Context: an optimization exercise on an open-source flow, tuned for small area. The choices shown serve that exercise and are no tape-out recipe. The RTL was checked by simulation tests, not by an equivalence proof against the original design. Power figures rest on the tool's default switching activity, not on a simulated workload.

==> module ssd, before the edit <==
module ssd(
	input clk,
	input rst,                  
	input [4:0] disp,           
	output a_out, b_out, c_out, d_out, e_out, f_out, g_out,
	output p_out,
	output [7:0] an
);
reg [16:0] cnt;
reg on;                         
reg [2:0] dig;                  
localparam [16:0] TERM = 17'd85105;
localparam [16:0] TMASK = ~17'h04004;
wire adv = ((cnt ^ TERM) & TMASK) == 17'd0;
wire fb = ~(cnt[16] ^ cnt[13]);
wire on_n = rst & (on | adv);
wire [2:0] dig_n = !rst ? 3'd0 : (adv & on) ? dig + 3'd1 : dig;
always @(posedge clk)
begin
	if (!rst)
		cnt <= 17'd117873;
	else
		cnt <= {cnt[15] ^ adv, cnt[14:0], fb};
	on <= on_n;
	dig <= dig_n;
end
assign an = ~({7'd0, on} << dig);
assign p_out = 1'b1;
reg [4:0] disp_d;
always @(posedge clk)
	disp_d <= disp;
reg [6:0] seg;
always @(*)
begin
	case (dig)
	3'd0: if (!on)
		seg = 7'b1111111;
	      else case (disp_d[2:0])
		3'd0: seg = 7'b0000001;
		3'd1: seg = 7'b1001111;
		3'd2: seg = 7'b0010010;
		3'd3: seg = 7'b0000110;
		default: seg = 7'b1101100;
		endcase
	3'd1: seg = 7'b1111110;
	3'd2: seg = 7'b1110001;
	3'd3: seg = 7'b0111000;
	3'd4: seg = disp_d[4] ? 7'b1000010 : disp_d[3] ? 7'b0000001 : 7'b0011000;
	3'd5: seg = disp_d[4] ? 7'b1001111 : disp_d[3] ? 7'b1000010 : 7'b1000001;
	default: seg = 7'b1111110;
	endcase
end
assign {a_out, b_out, c_out, d_out, e_out, f_out, g_out} = seg;
endmodule
export LEC_CHECK = 0
export CAP_MARGIN = 20
export CORE_MARGIN = 2
export CORE_UTILIZATION = 40
export CTS_BUF_LIST = sky130_fd_sc_hd__clkbuf_8
export PLACE_DENSITY = 0.6
export SLEW_MARGIN = 20
create_clock -name core_clock -period 10.0 [get_ports {clk}]
standard.sh (not shown) runs the stock make flow with config.mk's settings and CLKGATE_MAP_FILE= SYNTH_SCRIPT=/design/flow/synth_recipe.tcl, a recipe that flattens the netlist after the stock synthesis.
==> flow/flow/run.sh <==
#!/bin/bash
# The standard layout (standard.sh) with these changes:
#  - ABC maps the logic with an area-oriented script (&deepsyn, then dch and
#    amap), tried with a few random seeds; the smallest result is kept.
#    Everything else in synthesis, the flip-flop mapping included, is the
#    standard synthesis (synth_recipe.tcl), so the registers are the same.
#    Yosys's full/half-adder extraction is skipped (ADDER_MAP_FILE empty), so
#    ABC sees the adders' logic as plain gates.
#  - the port buffers are made from the smallest buffer cell.
#  - clock tree synthesis adds no dummy loads.
set -euo pipefail
W=$PWD
mkdir -p "$W/abc"
cat > "$W/synth_area.tcl" <<EOF
proc abc {args} {
  set i [lsearch \$args -script]
  set lib [lindex \$args [expr {[lsearch \$args -liberty] + 1}]]
  yosys design -save pre_abc
  set best ""
  foreach seed {7 11 2 3 5 13} {
    yosys design -load pre_abc
    set f $W/abc/seed\$seed.script
    set fh [open \$f w]
    puts \$fh "strash\n&get -n\n&deepsyn -T 20 -S \$seed\n&put\ndch -f\namap\ntopo"
    close \$fh
    lset args [expr {\$i + 1}] \$f
    yosys abc {*}\$args
    yosys tee -q -o $W/abc/stat\$seed.txt stat -liberty \$lib
    set fh [open $W/abc/stat\$seed.txt r]; set txt [read \$fh]; close \$fh
    regexp {Chip area for module [^:]*: ([0-9.]+)} \$txt -> a
    puts "abc seed \$seed: area \$a"
    if {\$best eq "" || \$a < \$best} { set best \$a; yosys design -save best_abc }
  }
  yosys design -load best_abc
}
source $W/synth_recipe.tcl
EOF
export BUFFER_PORTS_ARGS="-buffer_cell sky130_fd_sc_hd__buf_1"
export CTS_ARGS="-sink_clustering_enable -repair_clock_nets -buf_list sky130_fd_sc_hd__clkbuf_8 -dont_use_dummy_load"
bash standard.sh SYNTH_SCRIPT="$W/synth_area.tcl" ADDER_MAP_FILE= finish > standard.log 2>&1
The first run passed the timing, design-rule and antenna checks.
Rerun with:
--- a/flow/design.v
+++ b/flow/design.v
@@ -170,48 +170,50 @@
 	output p_out,
 	output [7:0] an
 );
 reg [16:0] cnt;
-reg on;                         
-reg [2:0] dig;                  
+reg [3:0] st;                   
 localparam [16:0] TERM = 17'd85105;
 localparam [16:0] TMASK = ~17'h04004;
 wire adv = ((cnt ^ TERM) & TMASK) == 17'd0;
 wire fb = ~(cnt[16] ^ cnt[13]);
-wire on_n = rst & (on | adv);
-wire [2:0] dig_n = !rst ? 3'd0 : (adv & on) ? dig + 3'd1 : dig;
+wire [3:0] st_n = !rst ? 4'd0 : !adv ? st : st[3] ? 4'd1 : st + 4'd1;
 always @(posedge clk)
 begin
 	if (!rst)
 		cnt <= 17'd117873;
 	else
 		cnt <= {cnt[15] ^ adv, cnt[14:0], fb};
-	on <= on_n;
-	dig <= dig_n;
-end
-assign an = ~({7'd0, on} << dig);
+	st <= st_n;
+end
+assign an[7] = ~st[3];
+genvar i;
+generate
+	for (i = 0; i < 7; i = i + 1) begin : g_an
+		assign an[i] = (st[2:0] != i + 1);
+	end
+endgenerate
 assign p_out = 1'b1;
 reg [4:0] disp_d;
 always @(posedge clk)
 	disp_d <= disp;
 reg [6:0] seg;
 always @(*)
 begin
-	case (dig)
-	3'd0: if (!on)
-		seg = 7'b1111111;
-	      else case (disp_d[2:0])
+	case (st[2:0])
+	3'd0: seg = {6'b111111, ~st[3]};    
+	3'd1: case (disp_d[2:0])
 		3'd0: seg = 7'b0000001;
 		3'd1: seg = 7'b1001111;
 		3'd2: seg = 7'b0010010;
 		3'd3: seg = 7'b0000110;
 		default: seg = 7'b1101100;
 		endcase
-	3'd1: seg = 7'b1111110;
-	3'd2: seg = 7'b1110001;
-	3'd3: seg = 7'b0111000;
-	3'd4: seg = disp_d[4] ? 7'b1000010 : disp_d[3] ? 7'b0000001 : 7'b0011000;
-	3'd5: seg = disp_d[4] ? 7'b1001111 : disp_d[3] ? 7'b1000010 : 7'b1000001;
+	3'd2: seg = 7'b1111110;
+	3'd3: seg = 7'b1110001;
+	3'd4: seg = 7'b0111000;
+	3'd5: seg = disp_d[4] ? 7'b1000010 : disp_d[3] ? 7'b0000001 : 7'b0011000;
+	3'd6: seg = disp_d[4] ? 7'b1001111 : disp_d[3] ? 7'b1000010 : 7'b1000001;
 	default: seg = 7'b1111110;
 	endcase
 end
 assign {a_out, b_out, c_out, d_out, e_out, f_out, g_out} = seg;
Outcome: The new run finished with timing, DRC and antenna clean. Setup slack gets better by 0.44 ns. Register-to-register slack gets better by 0.45 ns. Routed wire length went up by 0.88%. Global-route usage came out higher by 0.20 points. Power stays flat. Non-clock buffer count is unchanged. Synthesized cell count falls by 1.4%. Area after synthesis hardly moves. Die area barely changes. Via count came out higher by about 0.7%. Design area is about the same. Fmax goes up by about 11%.

## re-timing with driven ports
The flow's constraints put no driver on any port. The routed layouts listed below were extracted and timed again, unchanged, in two steps.
Step 1 (the two cells are an assumption about what drives the block):
set clk [get_ports {clk}]
set_driving_cell -lib_cell sky130_fd_sc_hd__clkbuf_16 $clk
set_driving_cell -lib_cell sky130_fd_sc_hd__buf_2 [delete_from_list [all_inputs] $clk]
Step 2 moves the port delays by t, midway between the first and last clock arrival at a register: inputs arrive t later, outputs are due t later. That takes back most of the time a late clock gives input paths.
a / b / c = ideal ports / drivers / drivers and shift; a / b = the first two.
| run | t (ns) | setup WS [ns] | worst setup path at the end | slew at the worst register clock pin (ns) | cell pins on the clock port's net |
|---|---|---|---|---|---|
| the first run | 0.371 | 5.585 / 5.585 / 5.585 | register to register | 0.08 / 0.08 | 1 |
| the second run | 0.367 | 6.021 / 5.990 / 5.794 | input to register | 0.09 / 0.09 | 1 |
After both steps setup and hold are still met in every run listed. For the second run, which loses most, drivers alone change the setup slack by -0.031 ns; drivers and shift together by -0.227 ns.
